Source: an optimization exercise on an open RTL-to-GDS flow (aim: small area and a short achievable clock period). Production flows keep margins and buffers that such runs may drop. In this exercise RTL edits were held to simulation tests only and were not proved equivalent to the original. Power and IR drop assume default switching activity.

## the baseline
==> flow/design.v <==
`timescale 1ns / 1ns
module alu8_top(
    input            clk,
    input      [7:0] regA,
    input      [7:0] regB,
    input      [4:0] opcode,
    input      [7:0] flagsIn,
    output reg [7:0] res,
    output reg [7:0] flagsOut
);
    reg [7:0] regA_q, regB_q, flagsIn_q;
    reg [4:0] opcode_q;
    wire [7:0] res_d, flagsOut_d;
    alu8 u_alu(
        .regA(regA_q),
        .regB(regB_q),
        .opcode(opcode_q),
        .flagsIn(flagsIn_q),
        .res(res_d),
        .flagsOut(flagsOut_d)
    );
    always @(posedge clk) begin
        regA_q    <= regA;
        regB_q    <= regB;
        opcode_q  <= opcode;
        flagsIn_q <= flagsIn;
        res       <= res_d;
        flagsOut  <= flagsOut_d;
    end
endmodule

`timescale 1ns / 1ns
module alu8(
    input [7:0] regA, regB,
    input [4:0] opcode,
    input [7:0] flagsIn,
    output [7:0] res,
    output [7:0] flagsOut
);
    wire [7:0] A = regA;
    wire [7:0] B = regB;
    wire [4:0] op = opcode;
    wire cin = flagsIn[4];
    wire hin = flagsIn[5];
    wire nin = flagsIn[6];
    wire hi0 = ~op[4] & ~op[3];                         
    wire opAdd   = hi0 & ~op[2] & ~op[1];               
    wire opSub   = hi0 & ~op[2] & op[1];                
    wire opCP    = hi0 & op[2] & ~op[1] & ~op[0];       
    wire opAND   = hi0 & op[2] & ~op[1] & op[0];        
    wire opOR    = hi0 & op[2] & op[1] & ~op[0];        
    wire opXOR   = hi0 & op[2] & op[1] & op[0];         
    wire opRot   = ~op[4] & op[3];                      
    wire hi2 = op[4] & ~op[3];                          
    wire opSLA  = hi2 & (op[2:0] == 3'd0);
    wire opSRx  = hi2 & ~op[2] & (op[1] ^ op[0]);       
    wire opSWAP = hi2 & (op[2:0] == 3'd3);
    wire opBIT  = hi2 & (op[2:0] == 3'd4);
    wire opRES  = hi2 & (op[2:0] == 3'd5);
    wire opSET  = hi2 & (op[2:0] == 3'd6);
    wire opCCF  = hi2 & (op[2:0] == 3'd7);
    wire hi3 = op[4] & op[3];                           
    wire opSCF = hi3 & (op[2:0] == 3'd0);
    wire opDAA = hi3 & (op[2:0] == 3'd1);
    wire opCPL = hi3 & (op[2:0] == 3'd2);
    wire opArith = opAdd | opSub | opCP;
    wire sub     = opSub | opCP;
    wire opLeft  = (opRot & ~op[0]) | opSLA;
    wire opRight = (opRot & op[0]) | opSRx;
    wire daaLo = (~nin & A[3] & (A[2] | A[1])) | hin;
    wire [7:0] dOff = {1'b0, cin, cin, 1'b0, 1'b0, daaLo, daaLo, 1'b0} ^ {8{nin}};
    wire [7:0] bsel = 8'b1 << B[2:0];
    wire yB  = opAdd | opAND | opOR | opXOR;            
    wire yNB = sub;                                     
    wire [7:0] Y = ({8{yB}} & B) | ({8{yNB}} & ~B) | {8{opCPL}}
                 | ({8{opDAA}} & dOff) | ({8{opSET}} & bsel) | ({8{opRES}} & ~bsel);
    wire c0 = (opAdd & op[0] & cin) | (opSub & ~(op[0] & cin)) | opCP | (opDAA & nin);
    wire [7:0] g = A & Y;
    wire [7:0] t = A | Y;
    wire [7:0] p = A ^ Y;
    wire g0 = g[0] | (t[0] & c0);
    wire G10 = g[1] | (t[1] & g0);
    wire G32 = g[3] | (t[3] & g[2]), P32 = t[3] & t[2];
    wire G54 = g[5] | (t[5] & g[4]), P54 = t[5] & t[4];
    wire G76 = g[7] | (t[7] & g[6]), P76 = t[7] & t[6];
    wire G20 = g[2] | (t[2] & G10);
    wire G30 = G32 | (P32 & G10);
    wire G64 = g[6] | (t[6] & G54), P64 = t[6] & P54;
    wire G74 = G76 | (P76 & G54), P74 = P76 & P54;
    wire G40 = g[4] | (t[4] & G30);
    wire G50 = G54 | (P54 & G30);
    wire G60 = G64 | (P64 & G30);
    wire G70 = G74 | (P74 & G30);
    wire [8:0] c = {G70, G60, G50, G40, G30, G20, G10, g0, c0};
    wire [7:0] sum = p ^ c[7:0];
    wire sumZ = &(~(p ^ {t[6:0], c0}));
    wire lbit = ~op[4] & (op[2] ? A[7] : cin);
    wire rbit = op[4] ? (~op[1] & A[7]) : (op[2] ? A[0] : cin);
    wire sumEn = opAdd | opSub | opDAA;
    wire [7:0] other =
          ({8{opAND | opRES}} & g)
        | ({8{opOR | opSET}} & t)
        | ({8{opXOR | opCPL}} & p)
        | ({8{opLeft}} & {A[6:0], lbit})
        | ({8{opRight}} & {rbit, A[7:1]})
        | ({8{opSWAP}} & {A[3:0], A[7:4]});
    assign res = ({8{sumEn}} & sum) | other;
    wire bitZ = ~A[B[2:0]];
    wire otherZEn = opAND | opOR | opXOR | (opRot & ~op[1]) | opSLA | opSRx | opSWAP;
    wire fZ = (opArith & sumZ) | (otherZEn & ~|other) | ((opBIT | opDAA) & bitZ);
    wire fN = sub | opCPL | (opDAA & nin);
    wire fH = (opArith & (c[4] ^ sub)) | opAND | opCPL;
    wire fC = (opArith & (c[8] ^ sub)) | (opLeft & A[7]) | (opRight & A[0]) | (opCCF & ~cin) | opSCF | (opDAA & nin);
    assign flagsOut = {fZ, fN, fH, fC, 4'b0};
endmodule
Settings: LEC_CHECK=0, CAP_MARGIN=20, CORE_MARGIN=2, CORE_UTILIZATION=40, SETUP_SLACK_MARGIN=3.6, SLEW_MARGIN=20; clock period 6.0 ns.
standard.sh (not shown) runs the stock make flow with config.mk's settings and CLKGATE_MAP_FILE= SYNTH_SCRIPT=/design/flow/synth_recipe.tcl, a recipe that flattens the netlist after the stock synthesis.
==> flow/flow/run.sh <==
#!/bin/bash
# Own layout flow: the standard ORFS flow (standard.sh) on an equivalent
# description of alu8 (flow/alu8_syn.v) whose adder datapath is given as
# sky130 cells; the wrapper alu8_top is taken unchanged from design.v.
#  - adder-cell extraction (ADDER_MAP_FILE) off,
#  - ABC run with flow/abc.script instead of ORFS's abc_speed/abc_area,
#  - port buffers of a chosen cell, and CTS without dummy loads.
# Each tool's output goes to its own log under orfs/logs; make's output
# goes to flow_make.log.
set -o pipefail
HERE=$(pwd)
source "$HERE/flow/settings.sh"
# design: the wrapper module from design.v, then flow/alu8_syn.v
awk '/^[ \t]*module[ \t]+alu8_top/{p=1} p{print} p&&/^[ \t]*endmodule/{exit}' design.v > "$HERE/design_syn.v"
grep -q "module alu8_top" "$HERE/design_syn.v" || { echo "wrapper extraction failed"; exit 1; }
cat "$HERE/flow/alu8_syn.v" >> "$HERE/design_syn.v"
# ORFS synth.tcl with only the ABC script changed
sed "s#log_cmd abc {\*}\$abc_args#log_cmd abc -script $HERE/flow/abc.script {*}[lrange \$abc_args 2 end]#" \
    "$FLOW_HOME/scripts/synth.tcl" > "$HERE/synth_mod.tcl"
grep -q "flow/abc.script" "$HERE/synth_mod.tcl" || { echo "synth.tcl patch failed"; exit 1; }
sed "s#\$::env(SCRIPTS_DIR)/synth.tcl#$HERE/synth_mod.tcl#" synth_recipe.tcl > "$HERE/my_synth.tcl"
grep -q "synth_mod.tcl" "$HERE/my_synth.tcl" || { echo "synth_recipe.tcl patch failed"; exit 1; }
bash standard.sh VERILOG_FILES="$HERE/design_syn.v" SYNTH_SCRIPT="$HERE/my_synth.tcl" ADDER_MAP_FILE= \
    "BUFFER_PORTS_ARGS=$BUFFER_PORTS_ARGS" "CTS_ARGS=$CTS_ARGS" $EXTRA finish > flow_make.log 2>&1
Other scripts of this flow, unchanged in this note and not shown: flow/flow/abc.script, flow/flow/alu8_syn.v, flow/flow/settings.sh
--- input diff the baseline..the candidate ---
- SETUP_SLACK_MARGIN: 3.6 -> 3.8
### Flow results
Diff the baseline -> the candidate: area enclosed by the die boundary now sits at about the same level, cell area now sits higher.
The candidate ended with less critical path depth than the baseline.
Of the candidate and the baseline, the run reporting the higher number of buffer and inverter instances along the worst setup path was the candidate.
Re DRC violation count after routing: no difference whatsoever between the baseline and the candidate.
Compared with the baseline, the candidate degrades worst hold slack.
The final reports for the candidate and the baseline show global-route usage higher in the former.
In the candidate relative to the baseline, final total power had gone up by a few percent.
Higher setup slack goes to the baseline over the candidate.
Changes observed in the candidate relative to the baseline: combinational share of power increased 0.6 points; core utilization increased 1.4 points.

[port drivers added, routing unchanged]
The results above use ideal ports. As a check the final layouts listed here were re-extracted and re-timed, cells and wires unchanged. Step 1 assumes that a clkbuf_16 drives the clock port and a buf_2 every other input. Step 2, shift: input delay + t, output delay - t, t = (earliest + latest rising clock arrival at the registers) / 2. This alone moves slack from input paths to output paths. Slacks: ideal / step 1 / step 2; pairs: ideal / step 1.
| run | shift t [ns] | setup slack, ns | worst setup path at the end | worst slew at a driven data input, ns | cell pins on the clock port's net |
|---|---|---|---|---|---|
| the baseline | 0.314 | 3.482 / 3.482 / 3.482 | register to register | 0.03 | 1 |
| the candidate | 0.308 | 3.365 / 3.365 / 3.365 | register to register | 0.03 | 1 |
After both steps setup and hold are still met in every run listed.
